This is an optimization exercise on Yosys and OpenROAD, whose aim is small area, a short achievable clock period and few clock cycles, not a production implementation.
In this exercise RTL edits were held to simulation tests only and were not proved equivalent to the original.

===== flow/design.v =====
`timescale 1ns / 100ps
module coef_rom (
    input  wire [4:0]  k,
    output reg  [30:0] q
);
    always @(*) begin
        case (k)
            5'd0: q = 31'h3f800000;
            5'd1: q = 31'h3f800000;
            5'd2: q = 31'h3f000000;
            5'd3: q = 31'h3e2aaaab;
            5'd4: q = 31'h3d2aaaab;
            5'd5: q = 31'h3c088889;
            5'd6: q = 31'h3ab60b61;
            5'd7: q = 31'h39500d01;
            5'd8: q = 31'h37d00d01;
            5'd9: q = 31'h3638ef1d;
            5'd10: q = 31'h3493f27d;
            5'd11: q = 31'h32d7322b;
            5'd12: q = 31'h310f76c7;
            5'd13: q = 31'h2f309231;
            5'd14: q = 31'h2d49cba5;
            5'd15: q = 31'h2b573f9f;
            5'd16: q = 31'h29573f9f;
            5'd17: q = 31'h274a963b;
            5'd18: q = 31'h253413c3;
            5'd19: q = 31'h2317a4db;
            5'd20: q = 31'h20f2a15d;
            5'd21: q = 31'h1eb8dc77;
            5'd22: q = 31'h1c8671cb;
            5'd23: q = 31'h1a3b0da1;
            5'd24: q = 31'h17f96781;
            5'd25: q = 31'h159f9e67;
            5'd26: q = 31'h1344742f;
            5'd27: q = 31'h10e8d58f;
            5'd28: q = 31'h0e850c51;
            5'd29: q = 31'h0c12cfcd;
            5'd30: q = 31'h099c9963;
            default: q = 31'h00000000;
        endcase
    end
endmodule
`timescale 1ns / 100ps
module first_rom (
    input  wire [4:0]  k,
    output reg  [31:0] q
);
    always @(*) begin
        case (k)
            5'd0: q = 32'h3f800000;
            5'd1: q = 32'h3f800000;
            5'd2: q = 32'h3f000000;
            5'd3: q = 32'h3e2aaaab;
            5'd4: q = 32'h3d2aaaab;
            5'd5: q = 32'h3c088889;
            5'd6: q = 32'h3ab60b61;
            5'd7: q = 32'h39500d01;
            5'd8: q = 32'h37d00d01;
            5'd9: q = 32'h3638ef1d;
            5'd10: q = 32'h3493f27d;
            5'd11: q = 32'h32d7322b;
            5'd12: q = 32'h310f76c7;
            5'd13: q = 32'h2f309231;
            5'd14: q = 32'h2d49cba5;
            5'd15: q = 32'h2b573f9f;
            5'd16: q = 32'h29573f9f;
            5'd17: q = 32'h274a963b;
            5'd18: q = 32'h253413c3;
            5'd19: q = 32'h2317a4db;
            5'd20: q = 32'h20f2a15d;
            5'd21: q = 32'h1eb8dc77;
            5'd22: q = 32'h1c8671cb;
            5'd23: q = 32'h1a3b0da1;
            5'd24: q = 32'h17f96781;
            5'd25: q = 32'h159f9e67;
            5'd26: q = 32'h1344742f;
            5'd27: q = 32'h10e8d58f;
            5'd28: q = 32'h0e850c51;
            5'd29: q = 32'h0c12cfcd;
            5'd30: q = 32'h099c9973;
            default: q = 32'h00000000;
        endcase
    end
endmodule
`timescale 1ns / 100ps
module mac #(
    parameter int DATA_WIDTH    = 32,
    parameter int ADDR_LINES    = 5
) (
    input  logic                        clk_i,
    input  logic                        rstn_i,
    input  logic [DATA_WIDTH-1:0]       signal_i,
    input  logic                        wr_en_i,
    input  logic                        last_i,
    input  logic [ADDR_LINES-1:0]       terms_i,
    output logic                        full_o,
    output logic                        empty_o,
    output logic                        idle_o,
    output logic [DATA_WIDTH-1:0]       result_o,
    output logic                        done_o
);
    localparam int D  = 8;               
    localparam int SW = 3;               
    logic [31:0] mem [0:31];
    logic [5:0]  count;
    logic        run;        
    logic        zrun;       
    wire         busy = run | zrun;
    wire         wr   = wr_en_i & ~busy & ~count[5];
    always_ff @(posedge clk_i)
        if (wr) mem[count[4:0]] <= signal_i;
    assign full_o  = count[5];
    assign empty_o = (count == 6'd0);
    assign idle_o  = ~wr_en_i;
    logic [5:0]    nlast;    
    logic [4:0]    tq;       
    logic [31:0]   a0r;      
    logic [SW-1:0] s;        
    logic [4:0]    it;       
    logic [5:0]    rp;       
    logic [5:0]    gb;       
    wire  [31:0]   a0_tab;
    first_rom u_first (.k(terms_i), .q(a0_tab));
    wire           fin_done;   
    wire           start = ~busy & last_i;
    always_ff @(posedge clk_i or negedge rstn_i) begin
        if (!rstn_i) begin
            count <= 6'd0;
            run   <= 1'b0;
            zrun  <= 1'b0;
        end else begin
            if (wr) count <= count + 6'd1;
            if (start) begin
                run  <= (terms_i != 5'd0);
                zrun <= (terms_i == 5'd0);
            end else if (fin_done) begin
                run   <= 1'b0;
                zrun  <= 1'b0;
                count <= 6'd0;
            end
        end
    end
    always_ff @(posedge clk_i) begin
        if (start) begin
            nlast <= count + {5'd0, wr} - 6'd1;
            tq    <= terms_i;
            a0r   <= a0_tab;
            s     <= '0;
            it    <= 5'd1;
            rp    <= 6'd0;
            gb    <= 6'd0;
        end else if (busy) begin
            if (zrun) begin
                rp <= rp + 6'd1;
            end else if (s == SW'(D-1)) begin
                s <= '0;
                if (it == tq) begin
                    it <= 5'd1;
                    gb <= gb + 6'(D);
                    rp <= gb + 6'(D);
                end else begin
                    it <= it + 5'd1;
                    rp <= gb;
                end
            end else begin
                s  <= s + SW'(1);
                rp <= rp + 6'd1;
            end
        end
    end
    logic          vq, fq, lq, firstq;
    logic [4:0]    kq;
    always_ff @(posedge clk_i or negedge rstn_i)
        if (!rstn_i) vq <= 1'b0;
        else         vq <= run && (rp <= nlast);
    always_ff @(posedge clk_i) begin
        fq     <= (it == tq);
        lq     <= (it == tq) && (rp == nlast);
        firstq <= (it == 5'd1);
        kq     <= tq - it;
    end
    logic [D-1:0] vp;
    logic [D-1:0] fp, lp;
    logic [4:0]   kp [0:D-1];
    always_ff @(posedge clk_i or negedge rstn_i)
        if (!rstn_i) vp <= '0;
        else         vp <= {vp[D-2:0], vq};
    always_ff @(posedge clk_i) begin
        fp    <= {fp[D-2:0], fq};
        lp    <= {lp[D-2:0], lq};
        kp[0] <= kq;
        for (int i = 1; i < D; i++) kp[i] <= kp[i-1];
    end
    logic [31:0] acc_new;            
    logic [31:0] a_r;                
    logic        xs_r, xz_r;
    logic [7:0]  xe_r;               
    logic [11:0] one_r, two_r, neg_r;
    logic [31:0] xrd;
    always_ff @(posedge clk_i) xrd <= mem[rp[4:0]];
    wire  [24:0] xb  = {1'b1, xrd[22:0], 1'b0};
    logic [11:0] b_one, b_two, b_neg;
    always_comb
        for (int i = 0; i < 12; i++) begin
            b_one[i] = xb[2*i+1] ^ xb[2*i];
            b_two[i] = (xb[2*i+2] & ~xb[2*i+1] & ~xb[2*i]) | (~xb[2*i+2] & xb[2*i+1] & xb[2*i]);
            b_neg[i] = xb[2*i+2] & ~(xb[2*i+1] & xb[2*i]);
        end
    always_ff @(posedge clk_i) begin
        a_r   <= firstq ? a0r : acc_new;
        xs_r  <= xrd[31];
        xz_r  <= (xrd[30:0] == 31'd0);
        xe_r  <= xrd[30:23] - 8'd127;
        one_r <= b_one;
        two_r <= b_two;
        neg_r <= b_neg;
    end
    function automatic [95:0] csa(input [47:0] x, input [47:0] y, input [47:0] z);
        csa = {x ^ y ^ z, ((x & y) | (x & z) | (y & z)) << 1};
    endfunction
    wire [23:0] am = {1'b1, a_r[22:0]};
    logic [47:0] row [0:12];
    always_comb begin
        logic [24:0] v [0:11];
        for (int i = 0; i < 12; i++)
            v[i] = (one_r[i] ? {1'b0, am} : two_r[i] ? {am, 1'b0} : 25'd0) ^ {25{neg_r[i]}};
        row[0] = {20'd0, ~neg_r[0], neg_r[0], neg_r[0], v[0]};
        for (int i = 1; i < 11; i++)
            row[i] = ({21'd0, 1'b1, ~neg_r[i], v[i]} << (2*i)) | ({47'd0, neg_r[i-1]} << (2*i-2));
        row[11] = {~neg_r[11], v[11], 22'd0} | ({47'd0, neg_r[10]} << 20);
        row[12] = {am, 24'd0} | ({47'd0, neg_r[11]} << 22);
    end
    logic [47:0] t1 [0:8];
    logic [47:0] t2 [0:5];
    always_comb begin
        {t1[0], t1[1]} = csa(row[0], row[1], row[2]);
        {t1[2], t1[3]} = csa(row[3], row[4], row[5]);
        {t1[4], t1[5]} = csa(row[6], row[7], row[8]);
        {t1[6], t1[7]} = csa(row[9], row[10], row[11]);
        t1[8] = row[12];
        {t2[0], t2[1]} = csa(t1[0], t1[1], t1[2]);
        {t2[2], t2[3]} = csa(t1[3], t1[4], t1[5]);
        {t2[4], t2[5]} = csa(t1[6], t1[7], t1[8]);
    end
    logic [47:0] r1 [0:5];
    logic        z1, sg1;
    logic [7:0]  pe1;
    always_ff @(posedge clk_i) begin
        for (int i = 0; i < 6; i++) r1[i] <= t2[i];
        z1  <= xz_r | (a_r[30:0] == 31'd0);
        sg1 <= xs_r ^ a_r[31];
        pe1 <= xe_r + a_r[30:23];
    end
    logic [47:0] t3 [0:3];
    logic [47:0] t4 [0:2];
    logic [47:0] t5 [0:1];
    always_comb begin
        {t3[0], t3[1]} = csa(r1[0], r1[1], r1[2]);
        {t3[2], t3[3]} = csa(r1[3], r1[4], r1[5]);
        {t4[0], t4[1]} = csa(t3[0], t3[1], t3[2]);
        t4[2] = t3[3];
        {t5[0], t5[1]} = csa(t4[0], t4[1], t4[2]);
    end
    wire  [30:0] c_tab;
    coef_rom u_coef (.k(kp[1]), .q(c_tab));
    logic [47:0] ps2, pc2;
    logic        z2, sg2;
    logic [7:0]  pe2;
    logic [30:0] c2;
    always_ff @(posedge clk_i) begin
        ps2 <= t5[0];
        pc2 <= t5[1];
        z2  <= z1;
        sg2 <= sg1;
        pe2 <= pe1;
        c2  <= c_tab;
    end
    wire [23:0] plo  = {1'b0, ps2[22:0]} + {1'b0, pc2[22:0]};
    wire [25:0] phi0 = {1'b0, ps2[47:23], 1'b0} + {1'b0, pc2[47:23], 1'b0};
    wire [25:0] phi1 = {1'b0, ps2[47:23], 1'b1} + {1'b0, pc2[47:23], 1'b1};
    wire [24:0] Ph   = plo[23] ? phi1[25:1] : phi0[25:1];    
    wire        p47 = ~z2 & Ph[24];
    wire [7:0]  pez = z2 ? 8'd0 : pe2;               
    wire [7:0]  ce2 = c2[30:23];
    wire [8:0]  d0  = {1'b0, ce2} - {1'b0, pez};     
    wire [7:0]  pez1 = pez + 8'd1;                   
    wire [8:0]  d1  = {1'b0, ce2} - {1'b0, pez1};    
    wire        comp0 = ~d0[8] & (d0[7:0] != 8'd0);  
    wire        comp1 = ~d1[8] & (d1[7:0] != 8'd0);
    wire [7:0]  dif0  = d0[8] ? -d0[7:0] : d0[7:0];   
    wire [7:0]  dif1  = d1[8] ? -d1[7:0] : d1[7:0];
    logic [22:0] bm3, cm3;
    logic [7:0]  be3, ce3, dif3;
    logic        bs3, comp3, eq3;
    always_ff @(posedge clk_i) begin
        bm3   <= z2 ? 23'd0 : (p47 ? Ph[23:1] : Ph[22:0]);
        be3   <= p47 ? pez1 : pez;
        bs3   <= ~z2 & sg2;
        cm3   <= c2[22:0];
        ce3   <= ce2;
        comp3 <= p47 ? comp1 : comp0;
        eq3   <= p47 ? (d1 == 9'd0) : (d0 == 9'd0);
        dif3  <= p47 ? dif1 : dif0;
    end
    wire        swap = comp3 | (eq3 & (cm3 > bm3));
    logic [23:0] big4, small4;
    logic [7:0]  bex4, dif4;
    logic        sub4, sgn4;
    always_ff @(posedge clk_i) begin
        big4   <= {1'b1, swap ? cm3 : bm3};
        small4 <= {1'b1, swap ? bm3 : cm3};
        bex4   <= comp3 ? ce3 : be3;
        dif4   <= dif3;
        sub4   <= bs3;
        sgn4   <= swap ? 1'b0 : bs3;
    end
    logic [23:0] big5;
    logic [24:0] sh5;            
    logic [7:0]  bex5;
    logic        sub5, sgn5;
    always_ff @(posedge clk_i) begin
        big5 <= big4;
        sh5  <= {1'b0, (dif4 >= 8'd24) ? 24'd0 : (small4 >> dif4[4:0])} ^ {25{sub4}};
        bex5 <= bex4;
        sub5 <= sub4;
        sgn5 <= sgn4;
    end
    wire  [25:0] sum5 = {1'b0, big5, 1'b1} + {sh5, sub5};
    logic [24:0] sum6;
    logic [7:0]  bex6;
    logic        sgn6;
    always_ff @(posedge clk_i) begin
        sum6 <= sum5[25:1];
        bex6 <= bex5;
        sgn6 <= sgn5;
    end
    logic [4:0] lz;
    always_comb begin
        lz = 5'd24;
        for (int i = 0; i < 24; i++)
            if (sum6[i]) lz = 5'(23 - i);
    end
    logic [24:0] sum7;
    logic [4:0]  lz7;
    logic        nz7;
    logic [7:0]  bex7;
    logic        sgn7;
    always_ff @(posedge clk_i) begin
        sum7 <= sum6;
        lz7  <= lz;
        nz7  <= |sum6[22:0];
        bex7 <= bex6;
        sgn7 <= sgn6;
    end
    logic [7:0]  ne;
    logic [22:0] nm;
    always_comb begin
        if (sum7[24]) begin
            nm = sum7[23:1];
            ne = bex7 + 8'd1;
        end else if (nz7) begin
            nm = sum7[22:0] << lz7;
            ne = bex7 - {3'd0, lz7};
        end else begin
            nm = sum7[22:0];
            ne = bex7;
        end
    end
    assign acc_new = {sgn7, ne, nm};
    wire zlast = zrun && (rp == nlast);
    assign fin_done = (vp[D-1] & fp[D-1] & lp[D-1]) | zlast;
    always_ff @(posedge clk_i)
        result_o <= zrun ? a0r : acc_new;
    always_ff @(posedge clk_i or negedge rstn_i)
        if (!rstn_i) done_o <= 1'b0;
        else         done_o <= (vp[D-1] & fp[D-1]) | zrun;
endmodule

===== flow/run.sh =====
#!/bin/bash
# synth_recipe.tcl (not shown) runs the flow's synth.tcl, then flattens the netlist and writes it again
# the make line also repeats each setting of config.mk as NAME=value (left out here)
make -C /OpenROAD-flow-scripts/flow DESIGN_CONFIG=/design/flow/config.mk WORK_HOME=/design/flow/orfs CLKGATE_MAP_FILE= SYNTH_SCRIPT=/design/flow/synth_recipe.tcl finish

===== flow/config.mk =====
export PLATFORM = sky130hd
export DESIGN_NAME = mac
export DESIGN_NICKNAME = mac
export VERILOG_FILES = /design/flow/design.v
export SDC_FILE = /design/flow/constraint.sdc
export NUM_CORES = 4
export LEC_CHECK = 0
export CAP_MARGIN = 20
export CORE_MARGIN = 2
export CORE_UTILIZATION = 55
export SETUP_SLACK_MARGIN = 2.5
export SLEW_MARGIN = 20

===== flow/constraint.sdc =====
create_clock -name core_clock -period 6.0 [get_ports {clk_i}]
set_input_delay 1.2000 -clock core_clock [delete_from_list [all_inputs] [get_ports {clk_i}]]
set_output_delay 1.2000 -clock core_clock [all_outputs]
set_load 0.01 [all_outputs]

==> flow_metrics.env, run 1 <==
export IMPL_overflow=0
export IMPL_numPortBuffers=76
export IMPL_fin_crit_sh_pct=58.0
export IMPL_htreeDepth=4
export IMPL_grt_max_degree=92
export IMPL_syn_nets=6657
export IMPL_vias_per_cell=5.93
export IMPL_hpwl_um=151000
export IMPL_crit_slowest_cell="or4_1"
export IMPL_slew_viol_final=0
export IMPL_start_util_pct=55.5
export IMPL_synthToLayoutAreaGrowth_pct=12.0
export IMPL_wire_per_inst_um=26.9
export IMPL_synth_cell_types=78
export IMPL_slew_headroom_pct=21.6
export IMPL_drive_gt1_share_pct=16.2
export IMPL_clkLatencyLatePin_ns=0.83
export IMPL_rows=142
export IMPL_crit_fanout=4
export IMPL_crit_family="simple AND/OR/NAND/NOR gates"
export IMPL_clkTransAtPathRegs_ns=0.06
export IMPL_rsz0062_at_grt="true"
export IMPL_finalSetupViolCount=0
export IMPL_drv_cap=0
export IMPL_max_freq_mhz=287
export IMPL_crit_path_max_incr_delay_ns=0.49
export IMPL_antenna_cells=0
export IMPL_clock_skew_ns=0.0708
export IMPL_synthArstFlopShare_pct=0.966
export IMPL_regArea_mm2=0.0481
export IMPL_cts_tree="built"
export IMPL_finalWirelength_um=223000
export IMPL_crit_path_start="pc2[23]"
export IMPL_die_w_um=393
export IMPL_cts_buffers=187
export IMPL_finalSetupTns_ns=0
export IMPL_gp_congestion=0.872
export IMPL_cp_required_ns=6.73
export IMPL_cts_buffer_depth=3
export IMPL_dieArea_mm2=0.155
export IMPL_synth_cells=6093
export IMPL_crit_buf_inv=2
export IMPL_syn_area_mm2=0.0833
export IMPL_fin_ws_ns=2.52
export IMPL_r2r_start="pc2[23]"
export IMPL_ys_seq_area_share_pct=57.7
export IMPL_vias=49200
export IMPL_synthFlopType="edfxtp_1"
export IMPL_post_place_ws_ns=1.68
export IMPL_drt_iter0_markers=5302
export IMPL_min_period_ns=3.48
export IMPL_yosys_warnings=21
export IMPL_drt_first_pass_iters=7
export IMPL_cts_root_buf="clkbuf_16"
export IMPL_path_cells="ha_1, inv_1, fa_2, and3b_2, o21ai_4, a211oi_4, o21ai_2, o211a_1, or3_4, a31oi_4, o22ai_4, xnor2_4, buf_12, or4_1, o31ai_1"
export IMPL_postRouteAntennaNets=0
export IMPL_antenna_found_initial=16
export IMPL_layout_nets=6694
export IMPL_critPathLaunchType="flop"
export IMPL_coreArea_mm2=0.150
export IMPL_end_kind="flop"
export IMPL_die_h_um=393
export IMPL_run_status="no timing/DRC/antenna violations"
export IMPL_worstSetupPathType="flop to flop"
export IMPL_worstMarginPinSlew_ns=1.17
export IMPL_grt_pass1_vias=48200
export IMPL_grt_usage_pct=29.3
export IMPL_drc_errors=0
export IMPL_multi_input_area_mm2=0.0330
export IMPL_avgSynthCellArea_um2=13.7
export IMPL_num_fill_cells=11500
export IMPL_hp_class="flop to flop"
export IMPL_grt_pass1_wl_um=329000
export IMPL_synth_edf_count=1065
export IMPL_hold_violations=0
export IMPL_pin_count=77
export IMPL_arrival_ns=4.21
export IMPL_synth_seq_cells=1864
export IMPL_worstHoldStart="big4[18]"
export IMPL_cts_sinks=1864
## synth_stat cells, drive strengths merged, types with 12 or more instances
| cell type | number | area, um^2 |
|---|---|---|
| nor2b | 52 | 325 |
| dfxtp | 781 | 15600 |
| o21a | 12 | 90.1 |
| xnor2 | 347 | 3050 |
| o21bai | 18 | 139 |
| nand3 | 40 | 200 |
| nand2 | 592 | 2220 |
| mux2i | 81 | 811 |
| a31oi | 13 | 81.3 |
| ha | 255 | 3190 |
| nor2 | 223 | 840 |
| a22oi | 133 | 998 |
| fa | 268 | 5370 |
| nand2b | 45 | 282 |
| mux4 | 338 | 7610 |
| nand4 | 22 | 138 |
| o22ai | 20 | 125 |
| buf | 62 | 260 |
| a21o | 42 | 315 |
| a211oi | 23 | 178 |
| o211ai | 19 | 143 |
| clkbuf | 316 | 1190 |
| nor4 | 26 | 163 |
| xor2 | 93 | 815 |
| and3 | 12 | 75.1 |
| inv | 316 | 1190 |
| a21oi | 189 | 946 |
| o21ai | 362 | 1810 |
| dfrtp | 18 | 450 |
| o31ai | 13 | 97.6 |
| mux2 | 91 | 1020 |
| or2 | 12 | 75.1 |
| nor3 | 48 | 240 |
| edfxtp | 1065 | 32000 |
| or3 | 14 | 87.6 |
## registers in the layout, indices dropped and copies added, names as in the netlist, 10 cells and up
register / cells
cm3: 23
kp: 10
big5: 23
mem: 1024
big4: 23
result_o: 32
one_r: 12
a0r: 30
neg_r: 12
pc2: 42
c2: 30
xrd: 32
r1: 186
small4: 23
sum6: 25
sh5: 25
ps2: 43
sum7: 25
bm3: 23
two_r: 12
a_r: 32
## per-stage QoR
| stage | std cells | cell area, um^2 | util [%] | hold slack, ns |
|---|---|---|---|---|
| floorplan | 6093 | 83400 | - | 0.310 |
| global placement | 7936 | 86400 | 57.5 | 0.310 |
| detailed placement | 7936 | 86400 | 57.5 | 0.312 |
| CTS | 8295 | 93100 | 62.0 | 0.318 |
| global route | 8306 | 93300 | 62.1 | 0.326 |
| finish | 8306 | 93300 | 62.1 | 0.313 |
## path summary, 6_finish.rpt
| kind | end | cells past startpoint | slack [ns] |
|---|---|---|---|
| worst min-delay path | big5[18] | 0 | 0.31 |
| max in group asynchronous | count[4] | 1 | 4.44 |
| worst min register to register | big5[18] | 0 | 0.31 |
| min in group asynchronous | done_o | 1 | 0.89 |
| worst max-delay path | comp3 | 15 | 2.52 |
| worst max register to register | comp3 | 15 | 2.52 |
## area by class of cell
type	count	share of cell area, %
Sequential cell	1864	51.6
Timing Repair Buffer	225	2.09
Clock buffer	243	5.57
Inverter	322	1.30
Tap cell	2016	2.70
Clock inverter	106	1.34
Multi-Input combinational cell	3530	35.4
## cell usage in the layout (no fill, tap or decap), types with 81 or more instances in the layout
cell type,n
buf_4,133
a22oi_1,133
xor2_1,93
xnor2_1,346
ha_1,255
mux2i_1,81
nor2_1,192
inv_1,309
dfxtp_1,765
edfxtp_1,1065
fa_1,267
o21ai_0,354
a21oi_1,188
mux4_2,338
mux2_2,91
clkbuf_16,191
nand2_1,591
## cells by family (layout without fill, tap and decap cells)
group / after synthesis / count (layout) / share of synthesized area, %
flops: 1864 / 1864 / 57.7
buf+inv: 700 / 896 / 3.19
fa+ha+maj: 523 / 523 / 10.3
mux: 510 / 510 / 11.3
simple gates: 1127 / 1128 / 5.96
compound gates: 929 / 929 / 6.86
xor+xnor: 440 / 440 / 4.64
## metal layers
metal	share of wire, %	global-route usage, %
met1	43	42.2
met2	47	46.0
met3	7.0	4.24
met4	3.5	10.3
met5	0.033	0
## repair_timing
action / 4_1_cts / 5_1_grt
cloned: 1 / 2
buffers inserted: 9 / 8
setup endpoints to repair: 53 / 89
hold buffers: 0 / 0
pin swaps: 14 / 3
resized for setup: 43 / 14
Testbench counts, summed over its fixed seeds: cycles 14,556.
==> run 2: changes to the inputs <==
--- a/flow/design.v
+++ b/flow/design.v
@@ -269,6 +269,6 @@
     logic [30:0] c2;
     always_ff @(posedge clk_i) begin
-        ps2 <= t5[0];
-        pc2 <= t5[1];
+        ps2 <= z1 ? 48'd0 : t5[0];       
+        pc2 <= z1 ? 48'd0 : t5[1];
         z2  <= z1;
         sg2 <= sg1;
@@ -279,37 +279,42 @@
     wire [25:0] phi0 = {1'b0, ps2[47:23], 1'b0} + {1'b0, pc2[47:23], 1'b0};
     wire [25:0] phi1 = {1'b0, ps2[47:23], 1'b1} + {1'b0, pc2[47:23], 1'b1};
-    wire [24:0] Ph   = plo[23] ? phi1[25:1] : phi0[25:1];    
-    wire        p47 = ~z2 & Ph[24];
-    wire [7:0]  pez = z2 ? 8'd0 : pe2;               
-    wire [7:0]  ce2 = c2[30:23];
-    wire [8:0]  d0  = {1'b0, ce2} - {1'b0, pez};     
+    wire [7:0]  pez  = z2 ? 8'd0 : pe2;              
     wire [7:0]  pez1 = pez + 8'd1;                   
-    wire [8:0]  d1  = {1'b0, ce2} - {1'b0, pez1};    
-    wire        comp0 = ~d0[8] & (d0[7:0] != 8'd0);  
-    wire        comp1 = ~d1[8] & (d1[7:0] != 8'd0);
-    wire [7:0]  dif0  = d0[8] ? -d0[7:0] : d0[7:0];   
-    wire [7:0]  dif1  = d1[8] ? -d1[7:0] : d1[7:0];
-    logic [22:0] bm3, cm3;
-    logic [7:0]  be3, ce3, dif3;
-    logic        bs3, comp3, eq3;
+    wire [7:0]  ce2  = c2[30:23];
+    wire [8:0]  d0   = {1'b0, ce2} - {1'b0, pez};    
+    wire [8:0]  d1   = {1'b0, ce2} - {1'b0, pez1};   
+    logic [24:0] ph3;                                
+    logic [22:0] cm3;
+    logic [7:0]  ce3, be03, be13, dif03, dif13;
+    logic        bs3, comp03, comp13, eq03, eq13;
     always_ff @(posedge clk_i) begin
-        bm3   <= z2 ? 23'd0 : (p47 ? Ph[23:1] : Ph[22:0]);
-        be3   <= p47 ? pez1 : pez;
-        bs3   <= ~z2 & sg2;
-        cm3   <= c2[22:0];
-        ce3   <= ce2;
-        comp3 <= p47 ? comp1 : comp0;
-        eq3   <= p47 ? (d1 == 9'd0) : (d0 == 9'd0);
-        dif3  <= p47 ? dif1 : dif0;
+        ph3    <= plo[23] ? phi1[25:1] : phi0[25:1];
+        bs3    <= ~z2 & sg2;
+        cm3    <= c2[22:0];
+        ce3    <= ce2;
+        be03   <= pez;
+        be13   <= pez1;
+        comp03 <= ~d0[8] & (d0[7:0] != 8'd0);        
+        comp13 <= ~d1[8] & (d1[7:0] != 8'd0);
+        eq03   <= (d0 == 9'd0);
+        eq13   <= (d1 == 9'd0);
+        dif03  <= d0[8] ? -d0[7:0] : d0[7:0];        
+        dif13  <= d1[8] ? -d1[7:0] : d1[7:0];
     end
-    wire        swap = comp3 | (eq3 & (cm3 > bm3));
+    wire        p47  = ph3[24];
+    wire [22:0] bm   = p47 ? ph3[23:1] : ph3[22:0];
+    wire [7:0]  be   = p47 ? be13 : be03;
+    wire        comp = p47 ? comp13 : comp03;
+    wire        eq   = p47 ? eq13 : eq03;
+    wire        gt   = p47 ? (cm3 > ph3[23:1]) : (cm3 > ph3[22:0]);
+    wire        swap = comp | (eq & gt);
     logic [23:0] big4, small4;
     logic [7:0]  bex4, dif4;
     logic        sub4, sgn4;
     always_ff @(posedge clk_i) begin
-        big4   <= {1'b1, swap ? cm3 : bm3};
-        small4 <= {1'b1, swap ? bm3 : cm3};
-        bex4   <= comp3 ? ce3 : be3;
-        dif4   <= dif3;
+        big4   <= {1'b1, swap ? cm3 : bm};
+        small4 <= {1'b1, swap ? bm : cm3};
+        bex4   <= comp ? ce3 : be;
+        dif4   <= p47 ? dif13 : dif03;
         sub4   <= bs3;
         sgn4   <= swap ? 1'b0 : bs3;
--- a/flow/config.mk
+++ b/flow/config.mk
@@ -8,5 +8,5 @@
 export CAP_MARGIN = 20
 export CORE_MARGIN = 2
-export CORE_UTILIZATION = 55
-export SETUP_SLACK_MARGIN = 2.5
+export CORE_UTILIZATION = 65
+export SETUP_SLACK_MARGIN = 3.0
 export SLEW_MARGIN = 20
==> flow_metrics.env, run 2 <==
export IMPL_syn_nets=6890
export IMPL_htreeDepth=4
export IMPL_final_cell_mix="1065 x edfxtp_1, 756 x dfxtp_1, 615 x nand2_1"
export IMPL_crit_buf_inv=1
export IMPL_drc_errors=0
export IMPL_worstSetupPathType="flop to primary output"
export IMPL_path_cells="or3_4, nor3b_4, buf_2"
export IMPL_slew_viol_final=0
export IMPL_die_w_um=365
export IMPL_synth_cell_types=78
export IMPL_avgSynthCellArea_um2=13.4
export IMPL_r2r_start="cm3[1]"
export IMPL_clkTransAtPathRegs_ns=0.07
export IMPL_synthTopCellsByCount="1065 x edfxtp_1, 801 x dfxtp_1, 619 x nand2_1"
export IMPL_synthArstFlopShare_pct=0.955
export IMPL_clkLatencyLatePin_ns=0.83
export IMPL_ys_seq_area_share_pct=57.2
export IMPL_synth_area_leaders="edfxtp_1 38%, dfxtp_1 19%, mux4_2 8.8%, fa_1 6.3%, ha_1 4.1%"
export IMPL_syn_area_mm2=0.0847
export IMPL_largest_reg_flops=1024
export IMPL_cts_root_buf="clkbuf_16"
export IMPL_rsz0062_at_grt="true"
export IMPL_min_period_ns=3.42
export IMPL_drv_cap=0
export IMPL_antenna_found_initial=14
export IMPL_crit_family="simple AND/OR/NAND/NOR gates"
export IMPL_hold_violations=0
export IMPL_cts_tree="built"
export IMPL_grt_pass1_wl_um=337000
export IMPL_hp_class="flop to flop"
export IMPL_hpwl_um=142000
export IMPL_grt_pass1_vias=51600
export IMPL_vias=52200
export IMPL_pin_count=77
export IMPL_synth_edf_count=1065
export IMPL_regArea_mm2=0.0485
export IMPL_fin_util_pct=73.8
export IMPL_max_freq_mhz=293
export IMPL_synthToLayoutAreaGrowth_pct=12.8
export IMPL_met2_usage_pct=55.9
export IMPL_reg2reg_setup_slack_ns=3.03
export IMPL_run_status="no timing/DRC/antenna violations"
export IMPL_synth_cells=6302
export IMPL_reg2reg_depth=14
export IMPL_arrival_ns=2.22
export IMPL_numPortBuffers=76
export IMPL_postRouteAntennaNets=0
export IMPL_slew_headroom_pct=21.0
export IMPL_layout_nets=7011
export IMPL_fin_crit_sh_pct=57.0
export IMPL_synth_most_common_cell="edfxtp_1"
export IMPL_worstMarginPinSlew_ns=1.18
export IMPL_rr_endpoint="big4[4]"
export IMPL_drt_first_pass_iters=6
export IMPL_num_fill_cells=8217
export IMPL_cts_buffers=186
export IMPL_critPathLaunchType="flop"
export IMPL_synth_top_area_cell="edfxtp_1"
export IMPL_rows=132
export IMPL_synthFlopType="edfxtp_1"
export IMPL_cts_buffer_depth=3
export IMPL_drive_gt1_share_pct=17.2
export IMPL_cts_sinks=1884
export IMPL_drt_iter0_markers=6260
export IMPL_overflow=0
export IMPL_clock_skew_ns=0.0596
export IMPL_finalSetupTns_ns=0
export IMPL_crit_path_start="count[3]"
export IMPL_crit_slowest_cell="dfrtp_2"
export IMPL_cp_required_ns=4.80
export IMPL_synth_seq_cells=1884
export IMPL_gp_congestion=0.901
export IMPL_coreArea_mm2=0.129
export IMPL_crit_path_end="empty_o"
export IMPL_grt_max_degree=88
export IMPL_vias_per_cell=6.28
export IMPL_synthDominantCellAreaShare_pct=37.8
export IMPL_die_h_um=365
export IMPL_finalWirelength_um=229000
export IMPL_grt_usage_pct=34.7
export IMPL_met3_usage_pct=6.35
export IMPL_busiest_layer="met2"
export IMPL_crit_path_max_incr_delay_ns=0.45
export IMPL_crit_fanout=5
export IMPL_met1_usage_pct=46.3
export IMPL_dieArea_mm2=0.133
export IMPL_cp_num_cells=3
export IMPL_multi_input_area_mm2=0.0344
export IMPL_yosys_warnings=21
export IMPL_mostFrequentLayoutCell="edfxtp_1"
export IMPL_finalSetupViolCount=0
export IMPL_end_kind="primary output"
export IMPL_start_util_pct=65.4
export IMPL_wire_per_inst_um=27.5
run 2: cell type report:
cell class                 instances  area share [%]
inverter                         332            1.32
sequential                      1884            50.8
clock inverter                    79            1.05
timing repair buffer             300            2.96
clock buffer                     260            5.52
multi-input combinational       3718            36.0
timing repair inverter             1         0.00524
tap                             1742            2.28
antenna                            4          0.0105
run 2: logic make-up after synthesis:
logic type | after synthesis | share of synthesized area (%)
and+or+nand+nor | 1249 | 6.62
DFF | 1884 | 57.2
xor gates and xnor gates | 439 | 4.54
adders and majority gates | 547 | 10.5
buffers and inverters | 721 | 3.23
AOI/OAI and AO/OA | 975 | 7.02
muxes | 487 | 10.9
run 2: layer usage:
metal	up-vias	wire [um]
met5	-	89
li1	22800	-
met1	25900	86200
met2	2940	110000
met4	12	12000
met3	571	21000
run 2: worst register-to-register path, cell delays in order (launching register included):
cell	delay, ns
dfxtp_4	0.38
ha_4	0.24
nor2b_1	0.12
o21a_1	0.16
o21a_1	0.18
o21a_1	0.17
o21a_1	0.17
o21ai_2	0.12
a21oi_2	0.10
o41ai_2	0.30
o211ai_1	0.15
buf_4	0.19
buf_12	0.13
buf_6	0.14
mux2_4	0.31
run 2: how the worst min path moves through the flow:
stage                         from  endpoint  slack [ns]  depth (start not counted)
after floorplan            bex4[0]   bex5[0]        0.31                          0
after global placement       fp[3]     fp[4]        0.31                          0
after detailed placement   bex6[0]   bex7[0]        0.31                          0
after CTS                  bex6[3]   bex7[3]        0.33                          0
after global routing        pe1[1]    pe2[1]        0.33                          0
final                     big4[11]  big5[11]        0.32                          0
run 2: metrics by stage:
stage / cell area, um^2 / hold WS (ns) / setup WS [ns] / std cells
after floorplan: 84700 / 0.310 / 2.38 / 6302
after global placement: 87300 / 0.310 / 1.37 / 7846
after detailed placement: 87300 / 0.312 / 1.29 / 7846
after CTS: 94900 / 0.325 / 2.29 / 8274
after global routing: 95500 / 0.329 / 2.54 / 8317
final: 95500 / 0.323 / 2.58 / 8320
run 2: what timing repair did:
| action | in CTS | in global routing |
|---|---|---|
| pin swaps | 23 | 27 |
| setup endpoints to repair | 1281 | 1117 |
| resized for setup | 99 | 76 |
| gates cloned | 22 | 4 |
| setup buffers | 67 | 38 |
| hold buffers | 0 | 0 |
Testbench counts of run 2, summed over its fixed seeds: cycles 14,556.
==> run 3: changes to the inputs <==
--- a/flow/design.v
+++ b/flow/design.v
@@ -102,40 +102,50 @@
     localparam int D  = 8;               
     localparam int SW = 3;               
-    logic [31:0] mem [0:31];
-    logic [5:0]  count;
-    logic        run;        
-    logic        zrun;       
-    wire         busy = run | zrun;
-    wire         wr   = wr_en_i & ~busy & ~count[5];
+    logic [1023:0] st;       
+    logic [5:0]    count;
+    logic          run;      
+    logic          zrun;     
+    logic [2:0]    g;        
+    wire           busy = run | zrun;
+    wire           wr   = wr_en_i & ~busy & ~count[5];
     always_ff @(posedge clk_i)
-        if (wr) mem[count[4:0]] <= signal_i;
-    assign full_o  = count[5];
-    assign empty_o = (count == 6'd0);
+        for (int b = 0; b < 4; b++)
+            if ((wr && count[4:3] == 2'(b)) || (run && g == 3'(b))) begin
+                st[b*256 +: 224]     <= st[b*256+32 +: 224];
+                st[b*256+224 +: 32]  <= run ? st[b*256 +: 32] : signal_i;
+            end
     assign idle_o  = ~wr_en_i;
-    logic [5:0]    nlast;    
+    logic [4:0]    nl;       
     logic [4:0]    tq;       
     logic [31:0]   a0r;      
     logic [SW-1:0] s;        
     logic [4:0]    it;       
-    logic [5:0]    rp;       
-    logic [5:0]    gb;       
     wire  [31:0]   a0_tab;
     first_rom u_first (.k(terms_i), .q(a0_tab));
     wire           fin_done;   
     wire           start = ~busy & last_i;
+    wire  [4:0]    ncount = count[4:0] + {4'd0, wr} - 5'd1;
     always_ff @(posedge clk_i or negedge rstn_i) begin
         if (!rstn_i) begin
-            count <= 6'd0;
-            run   <= 1'b0;
-            zrun  <= 1'b0;
+            count   <= 6'd0;
+            full_o  <= 1'b0;
+            empty_o <= 1'b1;
+            run     <= 1'b0;
+            zrun    <= 1'b0;
         end else begin
-            if (wr) count <= count + 6'd1;
+            if (wr) begin
+                count   <= count + 6'd1;
+                full_o  <= (count == 6'd31);
+                empty_o <= 1'b0;
+            end
             if (start) begin
                 run  <= (terms_i != 5'd0);
                 zrun <= (terms_i == 5'd0);
             end else if (fin_done) begin
-                run   <= 1'b0;
-                zrun  <= 1'b0;
-                count <= 6'd0;
+                run     <= 1'b0;
+                zrun    <= 1'b0;
+                count   <= 6'd0;
+                full_o  <= 1'b0;
+                empty_o <= 1'b1;
             end
         end
@@ -143,41 +153,29 @@
     always_ff @(posedge clk_i) begin
         if (start) begin
-            nlast <= count + {5'd0, wr} - 6'd1;
-            tq    <= terms_i;
-            a0r   <= a0_tab;
-            s     <= '0;
-            it    <= 5'd1;
-            rp    <= 6'd0;
-            gb    <= 6'd0;
-        end else if (busy) begin
-            if (zrun) begin
-                rp <= rp + 6'd1;
-            end else if (s == SW'(D-1)) begin
-                s <= '0;
+            nl <= ncount;
+            tq <= terms_i;
+            a0r <= a0_tab;
+            s  <= '0;
+            it <= 5'd1;
+            g  <= 3'd0;
+        end else if (zrun) begin
+            {g[1:0], s} <= {g[1:0], s} + 5'd1;
+        end else if (run) begin
+            s <= s + SW'(1);
+            if (s == SW'(D-1)) begin
                 if (it == tq) begin
                     it <= 5'd1;
-                    gb <= gb + 6'(D);
-                    rp <= gb + 6'(D);
+                    g  <= g + 3'd1;
                 end else begin
                     it <= it + 5'd1;
-                    rp <= gb;
                 end
-            end else begin
-                s  <= s + SW'(1);
-                rp <= rp + 6'd1;
             end
         end
     end
-    logic          vq, fq, lq, firstq;
-    logic [4:0]    kq;
-    always_ff @(posedge clk_i or negedge rstn_i)
-        if (!rstn_i) vq <= 1'b0;
-        else         vq <= run && (rp <= nlast);
-    always_ff @(posedge clk_i) begin
-        fq     <= (it == tq);
-        lq     <= (it == tq) && (rp == nlast);
-        firstq <= (it == 5'd1);
-        kq     <= tq - it;
-    end
+    wire          lastg = (g == {1'b0, nl[4:3]});
+    wire          vq = run && ((g < {1'b0, nl[4:3]}) || (lastg && s >= ~nl[2:0]));
+    wire          fq = (it == tq);
+    wire          lq = fq && lastg && (s == SW'(D-1));
+    wire  [4:0]   kq = tq - it;
     logic [D-1:0] vp;
     logic [D-1:0] fp, lp;
@@ -197,6 +195,5 @@
     logic [7:0]  xe_r;               
     logic [11:0] one_r, two_r, neg_r;
-    logic [31:0] xrd;
-    always_ff @(posedge clk_i) xrd <= mem[rp[4:0]];
+    wire  [31:0] xrd = st[g[1:0]*256 +: 32];
     wire  [24:0] xb  = {1'b1, xrd[22:0], 1'b0};
     logic [11:0] b_one, b_two, b_neg;
@@ -208,5 +205,5 @@
         end
     always_ff @(posedge clk_i) begin
-        a_r   <= firstq ? a0r : acc_new;
+        a_r   <= (it == 5'd1) ? a0r : acc_new;
         xs_r  <= xrd[31];
         xz_r  <= (xrd[30:0] == 31'd0);
@@ -373,5 +370,5 @@
     end
     assign acc_new = {sgn7, ne, nm};
-    wire zlast = zrun && (rp == nlast);
+    wire zlast = zrun && ({g[1:0], s} == nl);
     assign fin_done = (vp[D-1] & fp[D-1] & lp[D-1]) | zlast;
     always_ff @(posedge clk_i)
--- a/flow/config.mk
+++ b/flow/config.mk
@@ -8,5 +8,5 @@
 export CAP_MARGIN = 20
 export CORE_MARGIN = 2
-export CORE_UTILIZATION = 65
-export SETUP_SLACK_MARGIN = 3.0
+export CORE_UTILIZATION = 60
+export SETUP_SLACK_MARGIN = 3.1
 export SLEW_MARGIN = 20
==> flow_metrics.env, run 3 <==
export IMPL_finalSetupViolCount=0
export IMPL_fin_crit_sh_pct=51.3
export IMPL_drive_gt1_share_pct=11.4
export IMPL_wire_per_inst_um=22.6
export IMPL_reg2reg_depth=15
export IMPL_cts_tree="built"
export IMPL_clkLatencyLatePin_ns=0.82
export IMPL_avgSynthCellArea_um2=12.9
export IMPL_finalWirelength_um=179000
export IMPL_vias_per_cell=5.71
export IMPL_hold_slack_ns=0.314
export IMPL_grt_pass1_wl_um=270000
export IMPL_cts_buffers=180
export IMPL_drv_cap=0
export IMPL_synth_edf_count=1064
export IMPL_dieArea_mm2=0.132
export IMPL_syn_nets=6572
export IMPL_max_freq_mhz=325
export IMPL_fin_ws_ns=2.92
export IMPL_clkTransAtPathRegs_ns=0.07
export IMPL_overflow=0
export IMPL_grt_max_degree=128
export IMPL_min_period_ns=3.08
export IMPL_cts_root_buf="clkbuf_16"
export IMPL_worstMarginPinSlew_ns=1.11
export IMPL_clock_skew_ns=0.0361
export IMPL_layout_nets=6666
export IMPL_synthFlopType="edfxtp_1"
export IMPL_hp_class="flop to flop"
export IMPL_final_cell_mix="1064 x edfxtp_1, 783 x nand2_1, 713 x dfxtp_1"
export IMPL_synthToLayoutAreaGrowth_pct=12.8
export IMPL_gp_congestion=0.918
export IMPL_rr_endpoint="small4[8]"
export IMPL_run_status="no timing/DRC/antenna violations"
export IMPL_crit_fanout=7
export IMPL_reg2reg_setup_slack_ns=2.92
export IMPL_whs_endpoint="cm3[18]"
export IMPL_finalSetupTns_ns=0
export IMPL_cts_sinks=1838
export IMPL_rsz0062_at_grt="true"
export IMPL_synthArstFlopShare_pct=1.03
export IMPL_drt_first_pass_iters=5
export IMPL_die_w_um=363
export IMPL_vias=45100
export IMPL_rows=131
export IMPL_hpwl_um=116000
export IMPL_largest_reg_flops=1024
export IMPL_cp_required_ns=6.70
export IMPL_postRouteAntennaNets=0
export IMPL_hold_path_depth=0
export IMPL_worstHoldStart="c2[18]"
export IMPL_critPathLaunchType="flop"
export IMPL_pin_count=77
export IMPL_synth_top_area_cell="edfxtp_1"
export IMPL_synth_area_leaders="edfxtp_1 41%, dfxtp_1 20%, fa_1 6.9%, ha_1 4.5%, xnor2_1 4.0%"
export IMPL_hold_violations=0
export IMPL_start_util_pct=60.6
export IMPL_r2r_start="cm3[1]"
export IMPL_htreeDepth=4
export IMPL_synth_most_common_cell="edfxtp_1"
export IMPL_synthDominantCellAreaShare_pct=41.3
export IMPL_yosys_warnings=21
export IMPL_grt_pass1_vias=44000
export IMPL_die_h_um=363
export IMPL_slew_viol_final=0
export IMPL_synth_seq_cells=1838
export IMPL_slew_headroom_pct=25.7
export IMPL_finalNonFillerCells=7894
export IMPL_drt_iter0_markers=4733
export IMPL_ys_seq_area_share_pct=61.5
export IMPL_synth_cells=5985
export IMPL_synth_cell_types=82
export IMPL_cts_hold_buffers_added=0
export IMPL_drc_errors=0
export IMPL_end_kind="flop"
export IMPL_synthTopCellsByCount="1064 x edfxtp_1, 784 x nand2_1, 755 x dfxtp_1"
export IMPL_grt_usage_pct=27.2
export IMPL_worstSetupPathType="flop to flop"
export IMPL_post_place_ws_ns=1.80
export IMPL_place_inst=7491
export IMPL_arrival_ns=3.78
export IMPL_numPortBuffers=76
export IMPL_mostFrequentLayoutCell="edfxtp_1"
export IMPL_syn_area_mm2=0.0773
export IMPL_antenna_found_initial=12
export IMPL_coreArea_mm2=0.128
export IMPL_cts_buffer_depth=3
run 3: cell count changes after synthesis, moves of 12 or more:
cell and change:
nand2_1 +165, mux4_2 -287, buf_1 -30, nor2_1 -45, o21ai_0 -15, nand2b_1 +36
nor2b_1 -12, clkbuf_1 -39, a21oi_1 -14, dfxtp_1 -46
run 3: cells by family after synthesis:
family / after synthesis / share of synthesized area [%]
mux: 201 / 3.57
simple gates: 1381 / 7.91
flops: 1838 / 61.5
buf+inv: 648 / 3.24
fa+ha+maj: 546 / 11.4
compound gates: 931 / 7.36
xor+xnor: 440 / 4.98
run 3: how the worst max path moves through the flow:
stage,cells after the start,to,slack [ns],from
finish,15,small4[8],2.92,cm3[1]
global route,15,small4[8],2.84,cm3[1]
CTS,15,small4[10],2.90,cm3[1]
detailed placement,8,a0r[18],1.80,terms_i[1]
global placement,8,a0r[18],1.77,terms_i[1]
floorplan,4,st[0],-2.34,wr_en_i
run 3: area by class of cell:
| type | instances | area (um^2) |
|---|---|---|
| sequential | 1838 | 47600 |
| fill | 9072 | 40500 |
| timing repair buffer | 224 | 2250 |
| antenna | 3 | 7.51 |
| clock buffer | 237 | 4960 |
| tap | 1662 | 2080 |
| multi-input combinational | 3508 | 28000 |
| clock inverter | 95 | 1000 |
| inverter | 327 | 1230 |
run 3: critical path: stages, from the launching register on:
cell	delay (ns)
dfxtp_4	0.35
ha_4	0.23
nor2b_4	0.12
o21a_1	0.16
o21a_1	0.16
o21a_1	0.16
o21a_1	0.19
o21ai_2	0.12
o2111ai_2	0.13
a221oi_2	0.31
buf_4	0.16
o221a_4	0.21
buf_12	0.13
buf_12	0.10
buf_16	0.12
mux2_4	0.30
run 3: per-layer routing:
layer / routed length [um] / track usage, % / share of wire, %
met4: 4210 / 7.70 / 2.4
met1: 81700 / 40.8 / 46
met5: 20 / 0 / 0.011
met3: 12800 / 5.21 / 7.2
met2: 80000 / 40.8 / 45
run 3: repair_timing:
| action | CTS | global route |
|---|---|---|
| setup endpoints to repair | 1100 | 612 |
| gates cloned | 13 | 5 |
| pin swaps | 16 | 35 |
| resized for setup | 141 | 80 |
| setup buffers | 18 | 32 |
run 3: metrics by stage:
| step | utilization, % | area, um^2 |
|---|---|---|
| after CTS | 67.7 | 86500 |
| after global placement | 62.5 | 79800 |
| after global routing | 68.3 | 87200 |
| after floorplan | - | 77400 |
| after detailed placement | 62.5 | 79800 |
| final | 68.3 | 87200 |
Testbench counts of run 3, summed over its fixed seeds: cycles 14,644.
==> run 4: changes to the inputs <==
--- a/flow/design.v
+++ b/flow/design.v
@@ -111,5 +111,5 @@
     always_ff @(posedge clk_i)
         for (int b = 0; b < 4; b++)
-            if ((wr && count[4:3] == 2'(b)) || (run && g == 3'(b))) begin
+            if ((wr && count[4:3] == 2'(b)) || (run && (g == 3'(b) || (pr != 3'd0 && nl[4:3] == 2'(b))))) begin
                 st[b*256 +: 224]     <= st[b*256+32 +: 224];
                 st[b*256+224 +: 32]  <= run ? st[b*256 +: 32] : signal_i;
@@ -121,4 +121,7 @@
     logic [SW-1:0] s;        
     logic [4:0]    it;       
+    logic [SW-1:0] s0;       
+    logic [SW-1:0] pr;       
+    wire           lastg = (g == {1'b0, nl[4:3]});
     wire  [31:0]   a0_tab;
     first_rom u_first (.k(terms_i), .q(a0_tab));
@@ -159,19 +162,24 @@
             it <= 5'd1;
             g  <= 3'd0;
+            s0 <= (ncount[4:3] != 2'd0) ? ~ncount[2:0] : 3'd0;
+            pr <= (ncount[4:3] != 2'd0) ? ~ncount[2:0] : 3'd0;
         end else if (zrun) begin
             {g[1:0], s} <= {g[1:0], s} + 5'd1;
         end else if (run) begin
-            s <= s + SW'(1);
-            if (s == SW'(D-1)) begin
+            if (pr != 3'd0) pr <= pr - 3'd1;
+            if (s == (lastg ? s0 - SW'(1) : SW'(D-1))) begin
                 if (it == tq) begin
                     it <= 5'd1;
                     g  <= g + 3'd1;
+                    s  <= (g + 3'd1 == {1'b0, nl[4:3]}) ? s0 : s + SW'(1);
                 end else begin
                     it <= it + 5'd1;
+                    s  <= s + SW'(1);
                 end
+            end else begin
+                s <= s + SW'(1);
             end
         end
     end
-    wire          lastg = (g == {1'b0, nl[4:3]});
     wire          vq = run && ((g < {1'b0, nl[4:3]}) || (lastg && s >= ~nl[2:0]));
     wire          fq = (it == tq);
@@ -304,76 +312,71 @@
     wire        comp = p47 ? comp13 : comp03;
     wire        eq   = p47 ? eq13 : eq03;
+    wire [7:0]  dif  = p47 ? dif13 : dif03;
     wire        gt   = p47 ? (cm3 > ph3[23:1]) : (cm3 > ph3[22:0]);
     wire        swap = comp | (eq & gt);
-    logic [23:0] big4, small4;
-    logic [7:0]  bex4, dif4;
+    wire [23:0] shin = {1'b1, comp ? bm : cm3};
+    wire [23:0] shd  = (dif >= 8'd24) ? 24'd0 : (shin >> dif[4:0]);
+    wire [23:0] sml  = (eq & gt) ? {1'b1, bm} : shd;
+    logic [23:0] big4;
+    logic [24:0] sh4;            
+    logic [7:0]  bex4;
     logic        sub4, sgn4;
     always_ff @(posedge clk_i) begin
-        big4   <= {1'b1, swap ? cm3 : bm};
-        small4 <= {1'b1, swap ? bm : cm3};
-        bex4   <= comp ? ce3 : be;
-        dif4   <= p47 ? dif13 : dif03;
-        sub4   <= bs3;
-        sgn4   <= swap ? 1'b0 : bs3;
+        big4 <= {1'b1, swap ? cm3 : bm};
+        sh4  <= {1'b0, sml} ^ {25{bs3}};
+        bex4 <= comp ? ce3 : be;
+        sub4 <= bs3;
+        sgn4 <= swap ? 1'b0 : bs3;
     end
-    logic [23:0] big5;
-    logic [24:0] sh5;            
+    wire  [25:0] sum4 = {1'b0, big4, 1'b1} + {sh4, sub4};
+    logic [24:0] sum5;
     logic [7:0]  bex5;
-    logic        sub5, sgn5;
+    logic        sgn5;
     always_ff @(posedge clk_i) begin
-        big5 <= big4;
-        sh5  <= {1'b0, (dif4 >= 8'd24) ? 24'd0 : (small4 >> dif4[4:0])} ^ {25{sub4}};
+        sum5 <= sum4[25:1];
         bex5 <= bex4;
-        sub5 <= sub4;
         sgn5 <= sgn4;
     end
-    wire  [25:0] sum5 = {1'b0, big5, 1'b1} + {sh5, sub5};
-    logic [24:0] sum6;
-    logic [7:0]  bex6;
-    logic        sgn6;
-    always_ff @(posedge clk_i) begin
-        sum6 <= sum5[25:1];
-        bex6 <= bex5;
-        sgn6 <= sgn5;
-    end
     logic [4:0] lz;
     always_comb begin
         lz = 5'd24;
         for (int i = 0; i < 24; i++)
-            if (sum6[i]) lz = 5'(23 - i);
+            if (sum5[i]) lz = 5'(23 - i);
     end
-    logic [24:0] sum7;
-    logic [4:0]  lz7;
-    logic        nz7;
-    logic [7:0]  bex7;
-    logic        sgn7;
+    logic [24:0] sum6;
+    logic [4:0]  lz6;
+    logic        nz6;
+    logic [7:0]  bex6;
+    logic        sgn6;
     always_ff @(posedge clk_i) begin
-        sum7 <= sum6;
-        lz7  <= lz;
-        nz7  <= |sum6[22:0];
-        bex7 <= bex6;
-        sgn7 <= sgn6;
+        sum6 <= sum5;
+        lz6  <= lz;
+        nz6  <= |sum5[22:0];
+        bex6 <= bex5;
+        sgn6 <= sgn5;
     end
     logic [7:0]  ne;
     logic [22:0] nm;
     always_comb begin
-        if (sum7[24]) begin
-            nm = sum7[23:1];
-            ne = bex7 + 8'd1;
-        end else if (nz7) begin
-            nm = sum7[22:0] << lz7;
-            ne = bex7 - {3'd0, lz7};
+        if (sum6[24]) begin
+            nm = sum6[23:1];
+            ne = bex6 + 8'd1;
+        end else if (nz6) begin
+            nm = sum6[22:0] << lz6;
+            ne = bex6 - {3'd0, lz6};
         end else begin
-            nm = sum7[22:0];
-            ne = bex7;
+            nm = sum6[22:0];
+            ne = bex6;
         end
     end
-    assign acc_new = {sgn7, ne, nm};
-    wire zlast = zrun && ({g[1:0], s} == nl);
-    assign fin_done = (vp[D-1] & fp[D-1] & lp[D-1]) | zlast;
+    logic [31:0] acc7;
     always_ff @(posedge clk_i)
-        result_o <= zrun ? a0r : acc_new;
+        acc7 <= zrun ? a0r : {sgn6, ne, nm};
+    assign acc_new = acc7;
+    wire zlast = zrun && ({g[1:0], s} == nl);
+    assign fin_done = (vp[D-2] & fp[D-2] & lp[D-2]) | zlast;
+    assign result_o = acc7;
     always_ff @(posedge clk_i or negedge rstn_i)
         if (!rstn_i) done_o <= 1'b0;
-        else         done_o <= (vp[D-1] & fp[D-1]) | zrun;
+        else         done_o <= (vp[D-2] & fp[D-2]) | zrun;
 endmodule
==> flow_metrics.env, run 4 <==
export IMPL_run_status="no timing/DRC/antenna violations"
export IMPL_synth_most_common_cell="edfxtp_1"
export IMPL_post_place_ws_ns=1.90
export IMPL_finalSetupTns_ns=0
export IMPL_vias=45300
export IMPL_slew_headroom_pct=32.6
export IMPL_slew_viol_final=0
export IMPL_numPortBuffers=76
export IMPL_die_w_um=362
export IMPL_max_freq_mhz=335
export IMPL_regArea_mm2=0.0465
export IMPL_crit_path_max_incr_delay_ns=0.40
export IMPL_syn_area_mm2=0.0768
export IMPL_clkLatencyLatePin_ns=0.80
export IMPL_crit_slowest_cell="o311ai_4"
export IMPL_multi_input_area_mm2=0.0291
export IMPL_synth_cell_types=87
export IMPL_synthTopCellsByCount="1070 x edfxtp_1, 774 x nand2_1, 689 x dfxtp_1"
export IMPL_crit_fanout=5
export IMPL_grt_pass1_vias=44000
export IMPL_grt_usage_pct=27.1
export IMPL_synth_cells=5959
export IMPL_largest_reg_flops=1024
export IMPL_antenna_found_initial=5
export IMPL_worstSetupPathType="flop to flop"
export IMPL_drive_gt1_share_pct=13.2
export IMPL_synth_edf_count=1070
export IMPL_synthArstFlopShare_pct=1.01
export IMPL_grt_pass1_wl_um=269000
export IMPL_mostFrequentLayoutCell="edfxtp_1"
export IMPL_gp_congestion=0.910
export IMPL_arrival_ns=3.64
export IMPL_min_period_ns=2.99
export IMPL_fin_crit_sh_pct=49.8
export IMPL_num_fill_cells=9121
export IMPL_dieArea_mm2=0.131
export IMPL_synth_top_area_cell="edfxtp_1"
export IMPL_cts_sinks=1777
export IMPL_wire_per_inst_um=22.8
export IMPL_drv_cap=0
export IMPL_rows=131
export IMPL_synth_area_leaders="edfxtp_1 42%, dfxtp_1 18%, fa_1 7.0%, ha_1 4.6%, xnor2_1 4.1%"
export IMPL_place_inst=7460
export IMPL_synthToLayoutAreaGrowth_pct=13.6
export IMPL_finalInstanceArea_mm2=0.0873
export IMPL_rsz0062_at_grt="true"
export IMPL_worstMarginPinSlew_ns=1.01
export IMPL_syn_nets=6549
export IMPL_cts_hold_buffers_added=0
export IMPL_finalSetupViolCount=0
export IMPL_final_cell_mix="1070 x edfxtp_1, 772 x nand2_1, 626 x dfxtp_1"
export IMPL_synthDominantCellAreaShare_pct=41.8
export IMPL_reg2reg_setup_slack_ns=3.01
export IMPL_fin_util_pct=68.6
export IMPL_grt_max_degree=99
export IMPL_hpwl_um=115000
export IMPL_drc_errors=0
export IMPL_layout_nets=6651
export IMPL_end_kind="flop"
export IMPL_cp_required_ns=6.65
export IMPL_clock_skew_ns=0.0520
export IMPL_clkTransAtPathRegs_ns=0.06
export IMPL_cts_buffer_depth=3
export IMPL_yosys_warnings=21
export IMPL_finalNonFillerCells=7872
export IMPL_hp_class="flop to flop"
export IMPL_htreeDepth=4
export IMPL_start_util_pct=60.3
export IMPL_finalWirelength_um=180000
export IMPL_cts_buffers=177
export IMPL_avgSynthCellArea_um2=12.9
export IMPL_synth_seq_cells=1777
export IMPL_die_h_um=362
export IMPL_vias_per_cell=5.75
export IMPL_cts_tree="built"
export IMPL_drt_first_pass_iters=5
export IMPL_critPathLaunchType="flop"
export IMPL_postRouteAntennaNets=0
export IMPL_dpl_cell_area_mm2=0.0794
export IMPL_pin_count=77
export IMPL_cts_root_buf="clkbuf_16"
export IMPL_hold_violations=0
export IMPL_synthFlopType="edfxtp_1"
export IMPL_overflow=0
export IMPL_coreArea_mm2=0.127
export IMPL_drt_iter0_markers=4211
export IMPL_hold_slack_ns=0.326
export IMPL_fin_ws_ns=3.01
export IMPL_path_cells="ha_4, and3_4, a221o_1, a221oi_4, buf_12, o21ai_4, o311ai_4, buf_4, buf_6, a21oi_4, a21oi_2, o21ai_2, xor2_1"
export IMPL_antenna_cells=0
export IMPL_ys_seq_area_share_pct=60.3
-- run 4: timing repair --
item	CTS	global route
pin swaps	29	48
setup endpoints to repair	1320	108
gates cloned	7	9
setup buffers	38	30
gates resized for setup	155	173
-- run 4: logic make-up (layout without fill, tap and decap cells) --
group | Yosys count | after routing | share of synthesized area (%)
flops | 1777 | 1777 | 60.3
simple gates | 1337 | 1341 | 7.62
compound gates | 933 | 935 | 7.61
buf+inv | 668 | 912 | 3.34
fa+ha+maj | 549 | 549 | 11.6
xor+xnor | 443 | 443 | 5.05
mux | 252 | 253 | 4.47
-- run 4: layout make-up --
type / instances / area share [%]
clock buffer: 243 / 5.64
clock inverter: 85 / 1.05
inverter: 340 / 1.49
multi-input combinational: 3521 / 33.4
sequential: 1777 / 53.2
tap: 1662 / 2.38
timing repair buffer: 243 / 2.83
timing repair inverter: 1 / 0.00573
-- run 4: per-layer routing --
metal	global-route usage (%)	vias to the layer above	part of all wire, %
met2	41.0	1435	45
met5	0	-	0
met1	40.7	22600	46
met4	7.48	0	2.4
li1	-	21000	-
met3	4.68	262	6.2
-- run 4: critical path, delay by kind of cell, from the launching register on --
kind / cells / cell delay, ns
flops: 1 / 0.37
compound gates: 7 / 1.47
simple gates: 1 / 0.16
fa+ha+maj: 1 / 0.21
xor+xnor: 1 / 0.17
buf+inv: 3 / 0.46
-- run 4: worst paths after layout --
| check | endpoint | from | cells past startpoint |
|---|---|---|---|
| max | ph3[11] | ps2[16] | 13 |
| min | pe2[3] | pe1[3] | 0 |
| max reg2reg | ph3[11] | ps2[16] | 13 |
| min reg2reg | pe2[3] | pe1[3] | 0 |
| max in group asynchronous | run | rstn_i | 1 |
| min in group asynchronous | count[4] | rstn_i | 1 |
Testbench counts of run 4, summed over its fixed seeds: cycles 14,498.

-- re-timing with driven ports --
In the flow no input, the clock included, has a driving cell. The finished layouts below were timed again as built, in two steps. Step 1: set_driving_cell puts a clkbuf_16 on clk_i and a buf_2 on each other input, an assumption about the parent block. Step 2 moves the port delays by t, midway between the first and last clock arrival at a register: inputs arrive t later, outputs are due t later. That takes back most of the time a late clock gives input paths. Three values: no drivers, after step 1, after step 2; two values: the first two.
run | t, ns | slack for setup (ns) | slew at the worst register clock pin (ns)
run 1 | 0.883 | 2.521 / 2.485 / 1.876 | 0.07 / 0.07
run 2 | 0.892 | 2.582 / 2.497 / 2.230 | 0.07 / 0.07
run 3 | 0.881 | 2.924 / 2.924 / 2.354 | 0.07 / 0.07
run 4 | 0.855 | 3.013 / 3.013 / 2.435 | 0.07 / 0.07
After both steps every run listed still meets setup and hold. For run 1, which loses most, drivers alone change the setup slack by -0.036 ns; drivers and shift together by -0.645 ns.
